What follows belongs to an exercise in optimizing a design on an open flow for small area and a short achievable clock period; a production flow would make more cautious choices. At most, simulation tests tie the RTL to the original design; equivalence was not proved. Function not checked in runs 2 and 3: the RTL went through the layout flow alone. Power and IR drop assume default switching activity.

## flow/design.v (module list and top-level ports; edited modules follow where they fit)
// module alu_design: 1014 lines
module alu_design #(parameter W = 16, parameter N = 4) (
  clock, reset, CE, INP_valid, MODE, CMD, OPA, OPB, CIN, ERR, RES, OV, COUT, G, L, E);
  // ...
==> flow/flow/run.sh <==
#!/bin/bash
# Own layout flow: the standard synthesis; then the combinational logic
# between the flip-flops and the full/half adder cells is cleaned up and mapped
# again (full adders rebuilt on inverted signals where that saves inverters,
# then ABC without its buffering and sizing steps, which the layout's own
# repair does with real wires); the result is proven equivalent to the standard
# netlist, else the standard netlist is kept; then the standard layout.
# Every tool writes its full output to a log of its own in this folder.
set -uo pipefail
W=$(pwd); F=$W/flow
R=$W/orfs/results/sky130hd/alu_design/base
O=$W/orfs/objects/sky130hd/alu_design/base
L=$W/orfs/logs/sky130hd/alu_design/base
LIB=$FLOW_HOME/platforms/sky130hd/lib/sky130_fd_sc_hd__tt_025C_1v80.lib

bash standard.sh synth > $W/std_synth.log 2>&1 || { echo "standard synthesis failed"; exit 1; }
cp $R/1_2_yosys.v $W/std_netlist.v

cat > $W/abc_nobuf.script <<EOT
&get -n
&st
&dch
&nf
&st
&syn2
&if -g -K 6
&synch2
&nf
&st
&syn2
&if -g -K 6
&synch2
&nf
&st
&syn2
&if -g -K 6
&synch2
&nf
&st
&syn2
&if -g -K 6
&synch2
&nf
&st
&syn2
&if -g -K 6
&synch2
&nf
&put
EOT
DONT=$(grep -o -- "-dont_use [A-Za-z0-9_]*" $L/1_2_yosys.log | sort -u | tr '\n' ' ')
cat > $W/resynth.ys <<EOT
read_verilog $W/comb_cells.v
read_verilog $W/stubs.v
read_verilog $W/fixpol.v
hierarchy -top alu_design
flatten
opt_clean -purge
techmap
opt -fast
abc -script $W/abc_nobuf.script -liberty $LIB $DONT -constr $O/abc.constr -D 8300
opt_clean -purge
hilomap -singleton -hicell sky130_fd_sc_hd__conb_1 HI -locell sky130_fd_sc_hd__conb_1 LO
insbuf -buf sky130_fd_sc_hd__buf_4 A X
splitnets
opt_clean -purge
tee -o $W/resynth_stat.txt stat -liberty $LIB
write_verilog -noattr -nohex -nodec $W/resynth.v
EOT
ok=0
if python3 $F/mkcells.py $LIB $W/comb_cells.v > $W/mkcells.log 2>&1 &&
   python3 $F/mkstubs.py $LIB $W/comb_cells.v $W/std_netlist.v $W/stubs.v > $W/mkstubs.log 2>&1 &&
   python3 $F/fixpol.py $W/std_netlist.v $W/fixpol.v > $W/fixpol.log 2>&1 &&
   yosys -q -l $W/resynth.log $W/resynth.ys > /dev/null 2>&1 &&
   bash $F/equiv.sh $W/std_netlist.v $W/resynth.v $W/eq $W/comb_cells.v > $W/equiv.log 2>&1; then
  ok=1
fi
if [ $ok = 1 ]; then
  cp $W/resynth.v $R/1_2_yosys.v
  touch $R/1_2_yosys.v
  echo "layout from the re-mapped netlist (proven equivalent)"
else
  echo "re-mapping failed or not proven; layout from the standard netlist"
fi
bash standard.sh > $W/layout.log 2>&1 || { echo "layout failed"; tail -20 $W/layout.log; exit 1; }
[ -f $W/out/final.def ] || { echo "no final.def"; exit 1; }
echo done
==> flow/flow/cutff.py <==
#!/usr/bin/env python3
"""Cut every flip-flop of a mapped netlist: its outputs become input ports and
its data and reset inputs become output ports, named after the flip-flop
instance, so that two netlists with the same flip-flops can be compared as
combinational logic.  usage: cutff.py IN.v OUT.v"""
import re, sys
src = open(sys.argv[1]).read()
cell_re = re.compile(r"^  (sky130_fd_sc_hd__(?:s?df|s?edf)\w+) (\S+)\s+\((.*?)\n  \);\n", re.S | re.M)
pin_re = re.compile(r"\.(\w+)\((.*?)\)(?:,)?\s*$", re.M)
ffs = []
def sub(m):
    pins = [(p, n.strip()) for p, n in pin_re.findall(m.group(3))]
    ffs.append((m.group(2), pins))
    return ""
body = cell_re.sub(sub, src)
ffs.sort()
decl, assigns, newports = [], [], []
fmt = lambda n: n + " " if n.startswith("\\") else n
for name, pins in ffs:
    tag = re.sub(r"[^A-Za-z0-9_]", "_", name.lstrip("\\"))
    for p, n in pins:
        if p in ("CLK", "CLK_N") or n == "":
            continue
        port = f"ff_{p}_{tag}"
        newports.append(port)
        if p in ("Q", "Q_N"):
            decl.append(f"  input {port};")
            assigns.append(f"  assign {fmt(n)} = {port};")
        else:
            decl.append(f"  output {port};")
            assigns.append(f"  assign {port} = {fmt(n)};")
body = re.sub(r"module (\w+)\((.*?)\);", lambda m: f"module {m.group(1)}({m.group(2)}, {', '.join(newports)});\n" + "\n".join(decl), body, count=1, flags=re.S)
body = body.replace("endmodule", "\n".join(assigns) + "\nendmodule")
open(sys.argv[2], "w").write(body)
print(f"cutff: {len(ffs)} flip-flops cut")
==> flow/flow/equiv.sh <==
#!/bin/bash
# equiv.sh GOLD.v GATE.v DIR CELLS.v : prove two netlists with the same flip-flops
# equivalent (flip-flops cut into inputs and outputs, then an ABC proof of the miter)
set -e
G=$1; T=$2; D=$3; C=$4; H=$(dirname $(readlink -f $0))
mkdir -p $D
python3 $H/cutff.py $G $D/eq_gold.v
python3 $H/cutff.py $T $D/eq_gate.v
sed -i 's/^module alu_design(/module gold(/' $D/eq_gold.v
sed -i 's/^module alu_design(/module gate(/' $D/eq_gate.v
cat > $D/fa_ha.v <<EOT
module sky130_fd_sc_hd__fa_1(A, B, CIN, COUT, SUM); input A, B, CIN; output COUT, SUM;
  assign SUM = A ^ B ^ CIN; assign COUT = (A & B) | (A & CIN) | (B & CIN); endmodule
module sky130_fd_sc_hd__ha_1(A, B, COUT, SUM); input A, B; output COUT, SUM;
  assign SUM = A ^ B; assign COUT = A & B; endmodule
EOT
cat > $D/eq.ys <<EOT
read_verilog $C
read_verilog $D/fa_ha.v
read_verilog $D/eq_gold.v
read_verilog $D/eq_gate.v
flatten
hierarchy -check
proc; opt_clean
miter -equiv -flatten gold gate miter
hierarchy -top miter
flatten; opt -fast; techmap; opt -fast; aigmap
write_aiger -zinit $D/miter.aig
EOT
yosys -q -l $D/eq_yosys.log $D/eq.ys > /dev/null 2>&1
yosys-abc -c "read_aiger $D/miter.aig; print_stats; strash; iprove" > $D/eq_abc.log 2>&1
cat $D/eq_abc.log
N=$(grep -o "and = *[0-9]*" $D/eq_abc.log | head -1 | grep -o "[0-9]*$")
[ "${N:-0}" -gt 100 ] || { echo "miter looks empty"; exit 1; }
grep -q "^UNSATISFIABLE" $D/eq_abc.log
==> flow/flow/fixpol.py <==
#!/usr/bin/env python3
"""Inverter clean-up on a mapped sky130hd netlist written by Yosys.

A full adder is self-dual: FA(~a, ~b, ~c) = (~cout, ~sum).  Yosys's full-adder
extraction often leaves full adders whose inputs or outputs pass through
inverters.  This pass chooses, for every full adder, whether to build it on
inverted signals, so as to need as few inverters as possible, and then shares
one inverter per signal that is still needed in both polarities.

usage: fixpol.py IN.v OUT.v
"""
import re, sys

OUT_PINS = {"X", "Y", "Q", "Q_N", "SUM", "COUT", "HI", "LO"}
INV_RE = re.compile(r"sky130_fd_sc_hd__(clk)?inv_\d+$")
FA_RE = re.compile(r"sky130_fd_sc_hd__fa_\d+$")

src = open(sys.argv[1]).read()
cell_re = re.compile(r"^  (sky130_fd_sc_hd__\w+) (\S+)\s+\((.*?)\n  \);\n", re.S | re.M)
pin_re = re.compile(r"\.(\w+)\((.*?)\)(?:,)?\s*$", re.M)

cells = []
first = last = None
for m in cell_re.finditer(src):
    if first is None:
        first = m.start()
    last = m.end()
    pins = [(p, n.strip()) for p, n in pin_re.findall(m.group(3))]
    cells.append([m.group(1), m.group(2), pins])
head, tail = src[:first], src[last:]
assert src[first:last].count(" (\n") == len(cells), "unparsed cells"
assert src.count(" (\n") == len(cells), "cells outside the body"
assert "assign" not in src[first:last]

ports = set()
for m in re.finditer(r"^\s*(input|output)\s+(\[(\d+):(\d+)\]\s+)?(\S+);", head, re.M):
    if m.group(2):
        hi, lo = int(m.group(3)), int(m.group(4))
        for i in range(min(hi, lo), max(hi, lo) + 1):
            ports.add(f"{m.group(5)}[{i}]")
    else:
        ports.add(m.group(5))

def is_inv(c): return INV_RE.match(c[0]) is not None
def is_fa(c): return FA_RE.match(c[0]) is not None

driver = {}
for ci, c in enumerate(cells):
    for p, n in c[2]:
        if p in OUT_PINS:
            driver[n] = (ci, p)

# inverters that drive a port are kept as they are
keep_inv = set()
for ci, c in enumerate(cells):
    if is_inv(c):
        out = dict(c[2])["Y"]
        if out in ports:
            keep_inv.add(ci)

def root(n):
    par = 0
    seen = 0
    while n in driver and is_inv(cells[driver[n][0]]) and driver[n][0] not in keep_inv:
        n = dict(cells[driver[n][0]][2])["A"]
        par ^= 1
        seen += 1
        assert seen < 100
    return n, par

fas = [ci for ci, c in enumerate(cells) if is_fa(c)]
fa_index = {ci: k for k, ci in enumerate(fas)}
flip = [0] * len(fas)

# requirements: (root, parity, owner) where owner is an FA index or None
reqs = {}      # root -> list of [parity, owner]
for ci, c in enumerate(cells):
    if is_inv(c) and ci not in keep_inv:
        continue
    owner = fa_index.get(ci)
    for p, n in c[2]:
        if p in OUT_PINS:
            continue
        if n.startswith("1'") or n == "":
            continue
        r, par = root(n)
        reqs.setdefault(r, []).append((par, owner))

def produced(r):
    d = driver.get(r)
    if d is not None and d[0] in fa_index:
        return flip[fa_index[d[0]]]
    return 0

def cost_root(r):
    q = produced(r)
    for par, owner in reqs.get(r, []):
        f = flip[owner] if owner is not None else 0
        if par ^ f != q:
            return 1
    return 0

# roots touched by each FA (its input roots and its output nets)
fa_roots = []
for ci in fas:
    rs = set()
    for p, n in cells[ci][2]:
        if p in OUT_PINS:
            rs.add(n)
        elif not n.startswith("1'"):
            rs.add(root(n)[0])
    fa_roots.append(rs)

def total():
    return sum(cost_root(r) for r in reqs)

before = total()
improved = True
passes = 0
while improved and passes < 50:
    improved = False
    passes += 1
    for k in range(len(fas)):
        rs = fa_roots[k]
        c0 = sum(cost_root(r) for r in rs)
        flip[k] ^= 1
        c1 = sum(cost_root(r) for r in rs)
        if c1 < c0:
            improved = True
        else:
            flip[k] ^= 1
after = total()

# rebuild
newwires = []
cnt = [0]
def fresh():
    cnt[0] += 1
    n = f"_pol{cnt[0]}_"
    newwires.append(n)
    return n

prod_net = {}   # root -> net carrying the produced polarity
inv_net = {}    # root -> net carrying the other polarity
new_inv = []
for r in reqs:
    q = produced(r)
    prod_net[r] = r if q == 0 else fresh()

def net_for(r, pol):
    q = produced(r)
    if pol == q:
        return prod_net.get(r, r)
    if r not in inv_net:
        inv_net[r] = fresh()
        new_inv.append((prod_net.get(r, r), inv_net[r]))
    return inv_net[r]

out_cells = []
for ci, c in enumerate(cells):
    if is_inv(c) and ci not in keep_inv:
        continue
    owner = fa_index.get(ci)
    f = flip[owner] if owner is not None else 0
    pins = []
    for p, n in c[2]:
        if p in OUT_PINS:
            if owner is not None and f and n in prod_net:
                n = prod_net[n]
            elif owner is not None and f:
                n = fresh()     # unused output of a flipped adder
            pins.append((p, n))
        elif n.startswith("1'") or n == "":
            pins.append((p, n))
        else:
            r, par = root(n)
            pins.append((p, net_for(r, par ^ f)))
    out_cells.append((c[0], c[1], pins))
for k, (a, y) in enumerate(new_inv):
    out_cells.append(("sky130_fd_sc_hd__inv_1", f"_polinv{k}_", [("A", a), ("Y", y)]))

def fmt(n):
    return n if not n.startswith("\\") else n + " "
body = []
for t, name, pins in out_cells:
    body.append(f"  {t} {name} (\n" + ",\n".join(f"    .{p}({fmt(n)})" for p, n in pins) + "\n  );\n")
wires = "".join(f"  wire {w};\n" for w in newwires)
open(sys.argv[2], "w").write(head + wires + "".join(body) + tail)
ninv_old = sum(1 for c in cells if is_inv(c))
print(f"fixpol: {len(fas)} full adders, {sum(flip)} flipped; inverters {ninv_old} -> "
      f"{len(keep_inv) + len(new_inv)} (signals needing an inverter {before} -> {after})")
==> flow/flow/mkcells.py <==
#!/usr/bin/env python3
"""Write Verilog models of the library's combinational cells (from their
liberty functions), plus full and half adders, for re-mapping and for the
equivalence check.  usage: mkcells.py LIB OUT_COMB.v"""
import re, sys
t = open(sys.argv[1]).read()
out = []
for blk in re.split(r'\n\s*cell\s*\(\s*"?', t)[1:]:
    name = re.match(r'(\w+)', blk).group(1)
    if re.search(r'\b(ff|latch|statetable)\s*\(', blk) or re.search(r'__(fa|ha)_\d', name):
        continue
    pins = re.findall(r'pin\s*\(\s*"?(\w+)"?\s*\)\s*\{(.*?)\n\s{8}\}', blk, re.S)
    ins, outs, bad = [], [], False
    for pn, pb in pins:
        d = re.search(r'direction\s*:\s*"?(\w+)', pb)
        if not d:
            continue
        if d.group(1) == 'input':
            ins.append(pn)
        elif d.group(1) == 'output':
            f = re.search(r'function\s*:\s*"([^"]*)"', pb)
            if not f:
                bad = True
                break
            outs.append((pn, f.group(1)))
    if bad or not outs:
        continue
    def conv(f):
        f = f.replace('!', '~').replace('*', '&').replace('+', '|')
        f = re.sub(r'\)\s*\(', ')&(', f)
        f = re.sub(r'(\w)\s+(\w)', r'\1&\2', f)
        f = re.sub(r'(\w)\s+\(', r'\1&(', f)
        f = re.sub(r'\)\s+(\w)', r')&\1', f)
        return f
    body = [f"  input {i};" for i in ins] + [f"  output {o};" for o, _ in outs] + \
           [f"  assign {o} = {conv(f)};" for o, f in outs]
    out.append(f"module {name}({', '.join(ins + [o for o, _ in outs])});\n" + "\n".join(body) + "\nendmodule\n")
open(sys.argv[2], 'w').write("".join(out))
print(f"mkcells: {len(out)} combinational cells")
==> flow/flow/mkstubs.py <==
#!/usr/bin/env python3
"""Black-box declarations for the cells of a netlist that have no combinational
model (flip-flops, full and half adders), from the liberty pin directions.
usage: mkstubs.py LIB COMB.v NETLIST.v OUT.v"""
import re, sys
lib, comb, net, out = sys.argv[1:5]
have = set(re.findall(r"^module (\w+)\(", open(comb).read(), re.M))
used = set(re.findall(r"^\s*(sky130_fd_sc_hd__\w+)\s", open(net).read(), re.M))
t = open(lib).read()
res = []
for c in sorted(used - have):
    m = re.search(r'\n\s*cell\s*\(\s*"?' + c + r'"?\s*\)(.*?)(\n\s*cell\s*\(|\Z)', t, re.S)
    pins = re.findall(r'pin\s*\(\s*"?(\w+)"?\s*\)\s*\{[^{}]*?direction\s*:\s*"?(\w+)', m.group(1), re.S)
    decl = [f"{'input' if d == 'input' else 'output'} {p};" for p, d in pins]
    res.append(f"(* blackbox *) module {c}({', '.join(p for p, _ in pins)}); {' '.join(decl)} endmodule\n")
    print(c, pins)
open(out, "w").write("".join(res))
==> flow/standard.sh <==
#!/bin/bash
# synth_recipe.tcl (not shown) runs the flow's synth.tcl, then flattens the netlist and writes it again
# the make line also repeats each setting of config.mk as NAME=value (left out here)
make -C /OpenROAD-flow-scripts/flow DESIGN_CONFIG=/design/flow/config.mk WORK_HOME=/design/flow/orfs CLKGATE_MAP_FILE= SYNTH_SCRIPT=/design/flow/synth_recipe.tcl "${@:-finish}"
==> flow/config.mk <==
export PLATFORM = sky130hd
export DESIGN_NAME = alu_design
export DESIGN_NICKNAME = alu_design
export VERILOG_FILES = /design/flow/design.v
export SDC_FILE = /design/flow/constraint.sdc
export NUM_CORES = 4
export LEC_CHECK = 0
export CAP_MARGIN = 20
export CORE_MARGIN = 2
export CORE_UTILIZATION = 65
export PLACE_DENSITY = 0.75
export SETUP_SLACK_MARGIN = 1.5
export SLEW_MARGIN = 20
==> flow/constraint.sdc <==
create_clock -name core_clock -period 8.3 [get_ports {clock}]
set_input_delay 1.6600 -clock core_clock [delete_from_list [all_inputs] [get_ports {clock}]]
set_output_delay 1.6600 -clock core_clock [all_outputs]
set_load 0.01 [all_outputs]
==> out/metrics.yaml, run 1 <==
outcome: "timing/DRC/antenna clean"
initial_core_util_pct: 65.85
grt_util_met1_pct: 57.83
ant_nets: 0
area_delta_synth_final_pct: 16.71
largest_reg_flops: 32
tap_cells: 280
die_h_um: 152.2
yosys_warnings: 1
area_share_nonclk_buffers_pct: 8.557
clock_buffers: 10
multi_input_gates: 1336
slew_headroom_pct: 14.90
syn-num-nets: 1964
drt_iter0_markers: 1751
crit_path_end_kind: "flip-flop"
swShare_pct: 52.36
worstPathArrival_ps: 7000
timing.rr.end: "RES[14]"
hold-path-cell-count: 1
dominant_cells: "multi-input combinational cells"
die-area_um2: 23170
seqCellArea_um2: 2032
ir_worst_vdd_uv: 265.5
maxPowerGroup: "combinational logic"
gr-max-usage-layer: "met2"
r2r_start: "nb_r[3]"
regMostFlops: "RES"
synth.avg_cell_area_um2: 8.977
top_layer: "met5"
dpl.hpwl_um: 37060
cts-root-buf: "clkbuf_16"
n_all_buffers: 158
min_period_ps: 6772
p_seq_mw: 0.483
power_leakage_nw: 7.027
path_common_cell: "fa_1"
via_per_inst: 6.716
path_max_fanout: 8
met3_usage_pct: 12.54
layout_commonest_cell: "nor2_1"
grt_max_degree: 81
cp-startpoint: "nb_r[3]"
==> run 2: changes to the inputs <==
--- a/flow/design.v
+++ b/flow/design.v
@@ -42,16 +42,18 @@
     case (INP_valid)
       2'b01: i_err = ~((CMD == 4'b0110) | (CMD == 4'b1000) | (CMD == 4'b1001));
       2'b10: i_err = ~((CMD == 4'b0111) | (CMD == 4'b1010) | (CMD == 4'b1011));
       2'b11: i_err = ~((CMD <= 4'b0101) | (((CMD == 4'b1100) | (CMD == 4'b1101)) & ~i_rotbad));
       default: i_err = 1'b1;
     endcase
   end
 end
+localparam KL = 8;     
+localparam KH = 27;    
 reg [W-1:0] na_r, nb_r;
 reg [N-1:0] cmd_r;
 reg [1:0] valid_r;
 reg mode_r, cin_r;
 reg mul_r, err_r;
 always @(posedge clock or posedge reset) begin
   if (reset) begin
     na_r    <= 0;
@@ -103,32 +105,43 @@
 wire rot_ok    = lm & v11 & ((cmd_r == 4'b1100) | (cmd_r == 4'b1101));
 wire op_nota   = lm & v01 & (cmd_r == 4'b0110);
 wire op_shra   = lm & v01 & (cmd_r == 4'b1000);
 wire op_shla   = lm & v01 & (cmd_r == 4'b1001);
 wire op_notb   = lm & v10 & (cmd_r == 4'b0111);
 wire op_shrb   = lm & v10 & (cmd_r == 4'b1010);
 wire op_shlb   = lm & v10 & (cmd_r == 4'b1011);
 wire err_comb = ~ok | (valid_r == 2'b00);
+wire [W-1:0] lres =
+    ({W{op_and}}  & (opa_r & opb_r)) |
+    ({W{op_nand}} & ~(opa_r & opb_r)) |
+    ({W{op_or}}   & (opa_r | opb_r)) |
+    ({W{op_nor}}  & ~(opa_r | opb_r)) |
+    ({W{op_xor}}  & (opa_r ^ opb_r)) |
+    ({W{op_xnor}} & ~(opa_r ^ opb_r)) |
+    ({W{op_nota}} & ~opa_r) |
+    ({W{op_notb}} & ~opb_r) |
+    ({W{op_shrb}} & (opb_r >> 1)) |
+    ({W{op_shlb}} & (opb_r << 1));
 wire r_v01 = (valid_r == 2'b01);
 wire r_v10 = (valid_r == 2'b10);
 wire r_v11 = (valid_r == 2'b11);
 wire sgn     = op_sadd | op_ssub;
 wire r_sgn   = am & r_v11 & ((cmd_r == 4'b1011) | (cmd_r == 4'b1100));
 wire use_a   = am & ((r_v11 & ((cmd_r[3:2] == 2'b00) | (cmd_r == 4'b1001) | (cmd_r == 4'b1011) | (cmd_r == 4'b1100))) |
                      (r_v01 & ((cmd_r == 4'b0100) | (cmd_r == 4'b0101))));
 wire ones_a  = am & r_v10 & (cmd_r == 4'b0111);
 wire use_b   = am & ((r_v11 & ((cmd_r[3:2] == 2'b00) | (cmd_r == 4'b1001) | (cmd_r == 4'b1011) | (cmd_r == 4'b1100))) |
                      (r_v10 & ((cmd_r == 4'b0110) | (cmd_r == 4'b0111))));
 wire inv_b   = am & ((r_v11 & ((cmd_r == 4'b0001) | (cmd_r == 4'b0011) | (cmd_r == 4'b1100))) |
                      (r_v01 & (cmd_r == 4'b0101)));
 wire cin_eff = am & ((r_v11 & ((cmd_r == 4'b0001) | (cmd_r == 4'b1100) | (cmd_r == 4'b1001) |
                                ((cmd_r == 4'b0010) & cin_r) | ((cmd_r == 4'b0011) & ~cin_r))) |
                      (r_v01 & (cmd_r == 4'b0100)) | (r_v10 & (cmd_r == 4'b0110)));
-wire [W:0] arow = {(opa_r[W-1] & r_sgn) | ones_a, (opa_r & {W{use_a}}) | {W{ones_a}}};
+wire [W:0] arow = {(opa_r[W-1] & r_sgn) | ones_a, (opa_r & {W{use_a}}) | {W{ones_a}} | lres};
 wire [W:0] brow = {(opb_r[W-1] & r_sgn), opb_r & {W{use_b}}} ^ {(W+1){inv_b}};
 wire [W-1:0] bm = opb_r & {W{mul_r}};
 wire [2*W-1:0] tx, ty;
 wire pp0_0 = opa_r[0] & bm[0];
 wire pp0_1 = opa_r[0] & bm[1];
 wire pp0_2 = opa_r[0] & bm[2];
 wire pp0_3 = opa_r[0] & bm[3];
 wire pp0_4 = opa_r[0] & bm[4];
@@ -956,59 +969,91 @@
 assign tx[29] = hc19;
 assign ty[29] = hs20;
 wire hs21 = pp15_15 ^ fc234;
 wire hc21 = pp15_15 & fc234;
 assign tx[30] = hc20;
 assign ty[30] = hs21;
 assign tx[31] = hc21;
 assign ty[31] = 1'b0;
-wire [2*W-1:0] S = tx + ty;
 wire eq = (opa_r == opb_r);
 wire lt = {opa_r[W-1] ^ sgn, opa_r[W-2:0]} < {opb_r[W-1] ^ sgn, opb_r[W-2:0]};
 wire cmp_sel = op_cmp | sgn;
-wire [W-1:0] lres =
-    ({W{op_and}}  & (opa_r & opb_r)) |
-    ({W{op_nand}} & ~(opa_r & opb_r)) |
-    ({W{op_or}}   & (opa_r | opb_r)) |
-    ({W{op_nor}}  & ~(opa_r | opb_r)) |
-    ({W{op_xor}}  & (opa_r ^ opb_r)) |
-    ({W{op_xnor}} & ~(opa_r ^ opb_r)) |
-    ({W{op_nota}} & ~opa_r) |
-    ({W{op_notb}} & ~opb_r) |
-    ({W{op_shrb}} & (opb_r >> 1)) |
-    ({W{op_shlb}} & (opb_r << 1));
 wire ar_small = op_add | op_sub | op_addc | op_subc | op_inca | op_deca | op_incb | op_decb | sgn;
 wire sx       = op_sub | op_subc | op_deca | op_decb | sgn;
-wire sel_lo   = ar_small | op_muli | rot_ok | op_shla;
-wire sel_hi   = rot_ok | op_shra;
-wire [2*W-1:0] res_comb =
-    ({2*W{ar_small}} & {{(W-1){S[W] & sx}}, S[W:0]}) |
-    ({2*W{op_muli}}  & S) |
-    ({2*W{op_muls}}  & {S[2*W-2:0], 1'b0}) |
-    {{W{1'b0}}, ({W{sel_lo}} & S[W-1:0]) | ({W{sel_hi}} & S[2*W-1:W]) | lres};
-wire cout_comb = S[W] & (op_add | op_addc | op_inca | op_incb);
-wire ov_comb   = (S[W] & (op_sub | op_deca | op_decb)) |
-                 (S[W] & op_subc & ~(cin_r & (&opb_r))) |
-                 ((S[W] ^ S[W-1]) & sgn);
+wire logic_op = op_and | op_nand | op_or | op_nor | op_xor | op_xnor | op_nota | op_notb | op_shrb | op_shlb;
+wire [KL:0] lo_sum = tx[KL-1:0] + ty[KL-1:0];
+wire [2*W-KH-1:0] hi_sum = tx[2*W-1:KH] + ty[2*W-1:KH];
+wire c_lo  = ar_small | op_muli | rot_ok | op_shla | logic_op;   
+wire c_hi  = rot_ok | op_shra;                                   
+wire c_sh  = op_muls;                                            
+wire c_16  = ar_small | op_muli;                                 
+wire c_up  = op_muli;                                            
+wire c_sx  = sx;                                                 
+wire c_co  = op_add | op_addc | op_inca | op_incb;               
+wire c_ovu = op_sub | op_deca | op_decb | (op_subc & ~(cin_r & (&opb_r)));   
+wire c_ovs = sgn;                                                
 wire e_comb = cmp_sel & eq;
 wire l_comb = cmp_sel & lt;
 wire g_comb = cmp_sel & ~eq & ~lt;
+reg [KL-1:0] s_lo;
+reg        s_cl;
+reg [KH-KL-1:0] s_mx, s_my;
+reg [2*W-KH-1:0] s_hi;
+reg q_lo, q_hi, q_sh, q_16, q_up, q_sx, q_co, q_ovu, q_ovs;
+reg q_g, q_l, q_e, q_err;
 always @(posedge clock or posedge reset) begin
   if (reset) begin
-    RES  <= 0;
-    COUT <= 0;
-    OV   <= 0;
-    G    <= 0;
-    L    <= 0;
-    E    <= 0;
-    ERR  <= 0;
+    s_lo  <= 0;
+    s_cl  <= 0;
+    s_mx  <= 0;
+    s_my  <= 0;
+    s_hi  <= 0;
+    q_lo  <= 0;
+    q_hi  <= 0;
+    q_sh  <= 0;
+    q_16  <= 0;
+    q_up  <= 0;
+    q_sx  <= 0;
+    q_co  <= 0;
+    q_ovu <= 0;
+    q_ovs <= 0;
+    q_g   <= 0;
+    q_l   <= 0;
+    q_e   <= 0;
+    q_err <= 0;
   end else if (CE) begin
-    RES  <= res_comb;
-    COUT <= cout_comb;
-    OV   <= ov_comb;
-    G    <= g_comb;
-    L    <= l_comb;
-    E    <= e_comb;
-    ERR  <= err_comb;
+    s_lo  <= lo_sum[KL-1:0];
+    s_cl  <= lo_sum[KL];
+    s_mx  <= tx[KH-1:KL];
+    s_my  <= ty[KH-1:KL];
+    s_hi  <= hi_sum;
+    q_lo  <= c_lo;
+    q_hi  <= c_hi;
+    q_sh  <= c_sh;
+    q_16  <= c_16;
+    q_up  <= c_up;
+    q_sx  <= c_sx;
+    q_co  <= c_co;
+    q_ovu <= c_ovu;
+    q_ovs <= c_ovs;
+    q_g   <= g_comb;
+    q_l   <= l_comb;
+    q_e   <= e_comb;
+    q_err <= err_comb;
   end
 end
+wire [KH-KL:0] mid_sum = s_mx + s_my + s_cl;
+wire [2*W-KH-1:0] hi_fin = s_hi + mid_sum[KH-KL];
+wire [2*W-1:0] S = {hi_fin, mid_sum[KH-KL-1:0], s_lo};
+always @(*) begin
+  RES = ({2*W{q_sh}} & {S[2*W-2:0], 1'b0}) |
+        {({(W-1){q_up}} & S[2*W-1:W+1]) | {(W-1){q_sx & S[W]}},
+         q_16 & S[W],
+         ({W{q_lo}} & S[W-1:0]) | ({W{q_hi}} & S[2*W-1:W])};
+  COUT = q_co & S[W];
+  OV   = (q_ovu & S[W]) | (q_ovs & (S[W] ^ S[W-1]));
+  G    = q_g;
+  L    = q_l;
+  E    = q_e;
+  ERR  = q_err;
+end
 endmodule
==> run 2 against run 1 <==
Against the previous run: still clean; utilization fell by 3.9 points; count of clock-buffer cells in the layout rose by 1; global-route usage rose by 1.1 points; sequential power increased by about 60%; flip-flop and latch count increased by 24; final cell count decreased by 2.1%; cell area down 1.1%; worst hold slack improved by 17 ps; register-to-register slack improved by 670 ps; critical path type unchanged; critical endpoint is now s_hi[4]; largest cell class unchanged.
==> out/metrics.yaml, run 2 <==
dr.pass1.iters: 6  # unchanged
core_area_um2: 22570  # was 21,690 um^2
worstPathArrival_ps: 6360  # was 7000 ps
r2r_start: "mul_r"  # was nb_r[3]
setup_tns_ps: 0  # unchanged
critPathSlowestCell: "dfrtp_2"  # was fa_1
cp_top_family: "adder cells"  # unchanged
ff2ff_path_depth: 14  # was 21
die-area_um2: 24090  # was 23,170 um^2
syn-cell-area_um2: 14860  # was 14,280 um^2
worstPathCellList: "nand2_1 -> nor2_1 -> fa_1 -> fa_1 -> fa_1 -> fa_1 -> fa_1 -> ha_1 -> ha_1 -> fa_1 -> a21o_1 -> a21oi_1 -> xnor2_1 -> mux2_1"  # was clkinvlp_4 -> buf_4 -> nand3_1 -> fa_1 -> clkinv_1 -> fa_1 -> fa_1 -> fa_1 -> fa_1 -> fa_1 -> ha_1 -> ha_4 -> nand3_2 -> or2_4 -> o221ai_2 -> o21ai_0 -> o211ai_1 -> o21ai_2 -> xnor2_2 -> a221oi_1 -> nor2_1
synth.avg_cell_area_um2: 9.472  # was 8.977 um^2
nNetsFinal: 2057  # was 2,101
p_seq_share_pct: 22.6  # was 11.8%
pwr_density_cell_nw_per_um2: 207.0  # was 246.4 nW/um^2
placementRows: 55  # was 54
via_per_inst: 6.843  # was 6.716
routed_wl_um: 50240  # was 49,840 um
antenna_cells: 0  # unchanged
comb_power_share_pct: 64.0  # was 77.3%
swShare_pct: 48.27  # was 52.36%
ctsLongestPathBuffers: 2  # unchanged
largest_reg_flops: 19  # was 32
drv_slew: 0  # unchanged
tightest_slew_ps: 1035  # was 1267 ps
fin_skew_ps: 14.87  # was 13.09 ps
critical_path_class: "reg -> reg"  # unchanged
slew_headroom_pct: 30.98  # was 14.90%
cts_max_level: 3  # unchanged
antenna_found_initial: 0  # was 1
num_vias: 13480  # was 13,520
finalSetupViolCount: 0  # unchanged
ant_nets: 0  # unchanged
p_switching_mw: 1.646  # was 2.150 mW
outcome: "timing/DRC/antenna clean"  # unchanged
period_share_pct: 73.47  # was 81.59%
hold-path-cell-count: 1  # unchanged
cts-root-buf: "clkbuf_16"  # unchanged
path_max_fanout: 64  # was 8
grt_pass1_wl_um: 78770  # was 75,790 um
rrSetupSlack_ps: 2200  # was 1530 ps
max_stage_delay_ps: 1000  # was 580 ps
port_buffers: 80  # unchanged
die_x_um: 155.2  # was 152.2 um
rsz0062_at_grt: "false"  # was true
regMostFlops: "s_mx"  # was RES
grt-ovfl-total: 0  # unchanged
seqCellArea_um2: 2605  # was 2032 um^2
first_global_vias: 13580  # was 13,250
drt_iter0_markers: 1970  # was 1,751
dpl.hpwl_um: 37660  # was 37,060 um
netlist_instances: 1569  # was 1,591
post-cts-setup-buffers: 0  # was 7
p_clk_share_pct: 13.3  # was 11.0%
max_freq_mhz: 164.0  # was 147.7 MHz
hold_path_class: "reg -> reg"  # unchanged
power_leakage_nw: 7.108  # was 7.027 nW
path_common_cell: "fa_1"  # unchanged
place.gp.congestion: 1.022  # was 0.9939
area_delta_synth_final_pct: 10.87  # was 16.71%
layout_common_cells: "306 x nor2_1, 237 x fa_1, 142 x clkinv_1"  # was 285 x nor2_1, 225 x fa_1, 126 x clkinv_1
holdCritStartpoint: "s_mx[18]"  # was RES[24]
die_h_um: 155.2  # was 152.2 um
io_pins: 81  # unchanged
power.internal_mw: 1.764  # was 1.957 mW
wire_per_inst_um: 25.50  # was 24.76 um
multi_input_area_um2: 11730  # was 11,950 um^2
ctsHoldBuffers: 0  # unchanged
layout_commonest_cell: "nor2_1"  # unchanged
start_kind: "flip-flop"  # unchanged
drive_above_1_share_pct: 2.433  # was 11.48%
crit_path_end_kind: "flip-flop"  # unchanged
hold_end: "s_mx[18]"  # was RES[24]
yosys_warnings: 1  # unchanged
ctsResizeCount: 0  # was 58
clkTransAtPathRegs_ps: 80  # was 70 ps
ir_worst_vdd_uv: 154.3  # was 265.5 uV
numCtsBuffers: 9  # unchanged
nFillCells: 1639  # was 1,556
worst-path-buf-inv: 0  # was 3
remaining_drc_errors: 0  # unchanged
syn-num-nets: 1946  # was 1,964
grt_use_total_pct: 43.49  # was 42.42%
cap_violations: 0  # unchanged
cts_tree: "done"  # unchanged
timing.rr.end: "s_hi[4]"  # was RES[14]
required_ps: 8560  # was 8530 ps
cts_sinks: 104  # was 80
initial_core_util_pct: 65.84  # was 65.85%
cp-startpoint: "mul_r"  # was nb_r[3]
grt_max_degree: 74  # was 81
final_core_util_pct: 73.00  # was 76.85%
min_period_ps: 6098  # was 6772 ps
hold_viol: 0  # unchanged
insertion_delay_ps: 370  # was 360 ps
-- run 2: changes by cell type in the layout (fill, tap and decap cells not counted), sizes merged, moves of 17 or more --
| cell | before | now |
|---|---|---|
| o21ai | 83 | 52 |
| dfrtp | 80 | 104 |
| buf | 79 | 21 |
| nand2 | 101 | 83 |
| xnor2 | 54 | 37 |
| nand3 | 94 | 69 |
| o21a | 22 | 4 |
| mux2 | 7 | 50 |
| nor2 | 287 | 306 |
-- run 2: through the flow --
stage                     power (mW)  std cells  worst slack [ps]  instance area [um^2]  hold WS, ps
after global routing           3.625       1970              1917                 16480        515.9
after global placement         2.762       1954              2442                 16180        470.0
after detailed placement       2.867       1954              2225                 16180        481.8
final                          3.410       1970              2202                 16480        497.7
after floorplan                2.066       1569              1796                 14860        458.5
after CTS                      3.340       1970              2226                 16480        500.5
-- run 2: area by class of cell --
cell class	count	share of cell area, %
multi-input combinational	1322	71.17
sequential	104	15.81
timing repair buffer	100	5.756
inverter	143	3.273
tap	285	2.164
clock buffer	11	1.534
clock inverter	5	0.2886
-- run 2: how the worst max path moves through the flow --
| stage | to | depth (start not counted) | slack (ps) |
|---|---|---|---|
| finish | s_hi[4] | 14 | 2200 |
| CTS | s_hi[4] | 14 | 2230 |
| global route | s_hi[4] | 14 | 1920 |
| detailed placement | s_hi[4] | 14 | 2220 |
| global placement | s_hi[4] | 14 | 2440 |
| floorplan | s_mx[6] | 14 | 1800 |
-- run 2: power by group through the flow --
stage / clock network (mW) / logic (mW) / registers (mW)
final: 0.455 / 2.18 / 0.771
after global routing: 0.478 / 2.36 / 0.786
after CTS: 0.456 / 2.12 / 0.764
after detailed placement: 0 / 2.09 / 0.774
after global placement: 0 / 2.00 / 0.766
after floorplan: 0 / 1.32 / 0.742
-- run 2: layer usage --
layer | share of wire, % | up-vias | GRT usage (%)
met1 | 38 | 6531 | 59.24
met4 | 5.1 | 0 | 18.70
met3 | 13 | 208 | 12.90
li1 | - | 5682 | -
met5 | 0 | - | 0
met2 | 44 | 1060 | 65.59
==> run 3: changes to the inputs <==
==> flow/flow/run.sh (replaced) <==
#!/bin/bash
# Own layout flow: the standard synthesis; then an inverter clean-up of
# the netlist (full adders rebuilt on inverted signals where that saves
# inverters, one shared inverter per signal still needed in both polarities);
# the result is proven equivalent to the standard netlist, else the standard
# netlist is kept; then the standard layout.
# Every tool writes its full output to a log of its own in this folder.
set -uo pipefail
W=$(pwd); F=$W/flow
R=$W/orfs/results/sky130hd/alu_design/base
O=$W/orfs/objects/sky130hd/alu_design/base
L=$W/orfs/logs/sky130hd/alu_design/base
LIB=$FLOW_HOME/platforms/sky130hd/lib/sky130_fd_sc_hd__tt_025C_1v80.lib

bash standard.sh synth > $W/std_synth.log 2>&1 || { echo "standard synthesis failed"; exit 1; }
cp $R/1_2_yosys.v $W/std_netlist.v

ok=0
if python3 $F/mkcells.py $LIB $W/comb_cells.v > $W/mkcells.log 2>&1 &&
   python3 $F/fixpol.py $W/std_netlist.v $W/fixpol.v > $W/fixpol.log 2>&1 &&
   bash $F/equiv.sh $W/std_netlist.v $W/fixpol.v $W/eq $W/comb_cells.v > $W/equiv.log 2>&1; then
  ok=1
fi
if [ $ok = 1 ]; then
  cp $W/fixpol.v $R/1_2_yosys.v
  touch $R/1_2_yosys.v
  echo "layout from the cleaned-up netlist (proven equivalent)"
else
  echo "clean-up failed or not proven; layout from the standard netlist"
fi
bash standard.sh > $W/layout.log 2>&1 || { echo "layout failed"; tail -20 $W/layout.log; exit 1; }
[ -f $W/out/final.def ] || { echo "no final.def"; exit 1; }
echo done
removed: flow/flow/mkstubs.py
==> run 3 against run 2 <==
Against the previous run: critical path type unchanged; first-iteration DRC count fell by 0.20%; maximum frequency rose by 1.3%; still clean on timing, DRC and antenna; count of clock-buffer cells in the layout did not move.
==> out/metrics.yaml, run 3 <==
outcome: "timing/DRC/antenna clean"  # unchanged
tightest_slew_ps: 1085  # was 1035 ps
min_period_ps: 6019  # was 6098 ps
ff2ff_path_depth: 14  # unchanged
routed_wl_um: 49020  # was 50,240 um
via_per_inst: 6.578  # was 6.843
syn-num-nets: 2113  # was 1,946
cts_max_level: 3  # unchanged
fin_skew_ps: 15.32  # was 14.87 ps
dpl.hpwl_um: 37830  # was 37,660 um
first_global_vias: 13550  # was 13,580
rrSetupSlack_ps: 2280  # was 2200 ps
nNetsFinal: 2104  # was 2,057
holdCritStartpoint: "q_16"  # was s_mx[18]
rsz0062_at_grt: "false"  # unchanged
worst-path-buf-inv: 0  # unchanged
start_kind: "flip-flop"  # unchanged
die_h_um: 159.1  # was 155.2 um
pwr_density_cell_nw_per_um2: 194.0  # was 207.0 nW/um^2
grt_use_total_pct: 39.49  # was 43.49%
yosys_warnings: 1  # unchanged
hold-worst-slack_ps: 500.0  # was 497.7 ps
ctsHoldBuffers: 0  # unchanged
syn-cell-area_um2: 15640  # was 14,860 um^2
dr.pass1.iters: 8  # was 6
place.gp.congestion: 1.030  # was 1.022
drt_iter0_markers: 1966  # was 1,970
path_common_cell: "fa_1"  # unchanged
grt_pass1_wl_um: 76980  # was 78,770 um
numCtsBuffers: 9  # unchanged
hold_viol: 0  # unchanged
initial_core_util_pct: 66.43  # was 65.84%
largest_reg_flops: 19  # unchanged
die-area_um2: 25320  # was 24,090 um^2
ctsLongestPathBuffers: 2  # unchanged
num_vias: 13480  # about the same
ir_worst_vdd_uv: 138.1  # was 154.3 uV
clkTransAtPathRegs_ps: 80  # about the same
ant_nets: 0  # unchanged
port_buffers: 80  # unchanged
io_pins: 81  # unchanged
hold-path-cell-count: 1  # unchanged
regMostFlops: "s_mx"  # unchanged
die_x_um: 159.1  # was 155.2 um
critPathSlowestCell: "dfrtp_2"  # unchanged
power_leakage_nw: 7.850  # was 7.108 nW
synth.avg_cell_area_um2: 9.009  # was 9.472 um^2
max_freq_mhz: 166.1  # was 164.0 MHz
antenna_cells: 0  # unchanged
r2r_start: "mul_r"  # unchanged
insertion_delay_ps: 370  # about the same
drive_above_1_share_pct: 6.066  # was 2.433%
nFillCells: 1883  # was 1,639
slew_headroom_pct: 27.69  # was 30.98%
p_total_mw: 3.261  # was 3.410 mW
grt-ovfl-total: 0  # unchanged
setup_tns_ps: 0  # unchanged
fin_area_um2: 16810  # was 16,480 um^2
finalSetupViolCount: 0  # unchanged
antenna_found_initial: 0  # unchanged
drv_slew: 0  # unchanged
cp_top_family: "adder cells"  # unchanged
cts_sinks: 104  # unchanged
layout_commonest_cell: "nor2_1"  # unchanged
layout_common_cells: "303 x nor2_1, 237 x fa_1, 155 x inv_1"  # was 306 x nor2_1, 237 x fa_1, 142 x clkinv_1
required_ps: 8560  # about the same
worstPathArrival_ps: 6280  # was 6360 ps
period_share_pct: 72.52  # was 73.47%
netlist_instances: 1736  # was 1,569
cts_tree: "done"  # unchanged
grt_max_degree: 94  # was 74
area_delta_synth_final_pct: 7.456  # was 10.87%
hold_path_class: "reg -> reg"  # unchanged
remaining_drc_errors: 0  # unchanged
final_core_util_pct: 71.39  # was 73.00%
cap_violations: 0  # unchanged
worstPathCellList: "nand2_1 -> nor2_1 -> fa_1 -> fa_1 -> fa_1 -> fa_1 -> fa_1 -> ha_1 -> ha_1 -> fa_1 -> a21o_1 -> a21oi_1 -> xnor2_1 -> mux2_2"  # was nand2_1 -> nor2_1 -> fa_1 -> fa_1 -> fa_1 -> fa_1 -> fa_1 -> ha_1 -> ha_1 -> fa_1 -> a21o_1 -> a21oi_1 -> xnor2_1 -> mux2_1
max_stage_delay_ps: 1090  # was 1000 ps
placementRows: 56  # was 55
timing.rr.end: "s_hi[4]"  # unchanged
path_max_fanout: 70  # was 64
cts-root-buf: "clkbuf_16"  # unchanged
core_area_um2: 23540  # was 22,570 um^2
ctsResizeCount: 0  # unchanged
postPlaceCellArea_um2: 16520  # was 16,180 um^2
crit_path_end_kind: "flip-flop"  # unchanged
post-cts-setup-buffers: 0  # unchanged
wire_per_inst_um: 23.91  # was 25.50 um
critical_path_class: "reg -> reg"  # unchanged
hold_end: "q_16"  # was s_mx[18]
==> run 3: routing by layer <==
| metal | vias up | share of wire [%] | wire length [um] | GRT usage [%] |
|---|---|---|---|---|
| met1 | 6587 | 40 | 19380 | 54.49 |
| met5 | - | 0 | 0 | 0 |
| met2 | 907 | 43 | 21180 | 59.41 |
| met4 | 0 | 4.6 | 2266 | 16.57 |
| met3 | 164 | 13 | 6191 | 10.84 |
| li1 | 5826 | - | - | - |
==> run 3: area by class of cell <==
class / count / area, um^2 / area share [%]
multi-input cells: 1352 / 11950 / 71.11
clock buffers: 11 / 232.7 / 1.385
inverters: 156 / 588.1 / 3.499
repair buffers: 104 / 978.4 / 5.822
well taps: 319 / 399.1 / 2.375
clock inverters: 4 / 53.80 / 0.3201
flip-flops and latches: 104 / 2604 / 15.49
==> run 3: per-stage QoR <==
step / worst slack (ps) / std cells
after floorplan: 3122 / 1736
after global placement: 2486 / 2035
after detailed placement: 2342 / 2035
after CTS: 2343 / 2050
after global routing: 1919 / 2050
final: 2281 / 2050
==> run 3: report_power, final <==
group / leakage, nW / internal (mW) / switching [mW]
clock: 0.132 / 0.234 / 0.210
sequential: 1.28 / 0.622 / 0.153
combinational: 6.44 / 0.881 / 1.16
total: 7.85 / 1.74 / 1.52
==> run 3: worst max path at each step <==
stage              end  slack, ps  depth (start not counted)  startpoint
3_5_place_dp   s_hi[4]       2340                         14       mul_r
6_report       s_hi[4]       2280                         14       mul_r
5_1_grt        s_hi[4]       1920                         14       mul_r
3_3_place_gp   s_hi[4]       2490                         14       mul_r
2_1_floorplan  s_hi[4]       3120                         17       mul_r
4_1_cts        s_hi[4]       2340                         14       mul_r
==> run 3: worst register-to-register path, stage by stage (launching register included) <==
cell and delay (ps):
dfrtp_2 1090, nand2_1 630, nor2_1 310, fa_1 470
fa_1 460, fa_1 460, fa_1 460, fa_1 430
ha_1 210, ha_1 230, fa_1 470, a21o_1 170
a21oi_1 160, xnor2_1 100, mux2_2 260

static timing again, ports no longer ideal:
No port has a modelled driver above. Below, the same layouts with a new extraction and two added sets of constraints. Step 1: set_driving_cell puts a clkbuf_16 on clock and a buf_2 on each other input, an assumption about the parent block. Step 2 also shifts input and output timing later by t, the mid clock arrival at the registers, as if the neighbouring blocks saw the same clock. Slacks: ideal / step 1 / step 2; pairs: ideal / step 1.
| run | shift t [ns] | setup slack, ns | slew at the worst register clock pin (ns) | worst data-port slew with drivers (ns) |
|---|---|---|---|---|
| run 1 | 0.398 | 1.528 / 1.528 / 1.528 | 0.07 / 0.07 | 0.03 |
| run 2 | 0.414 | 2.202 / 2.202 / 2.202 | 0.08 / 0.08 | 0.04 |
| run 3 | 0.414 | 2.281 / 2.281 / 2.281 | 0.08 / 0.08 | 0.04 |
After both steps every run listed still meets setup and hold.
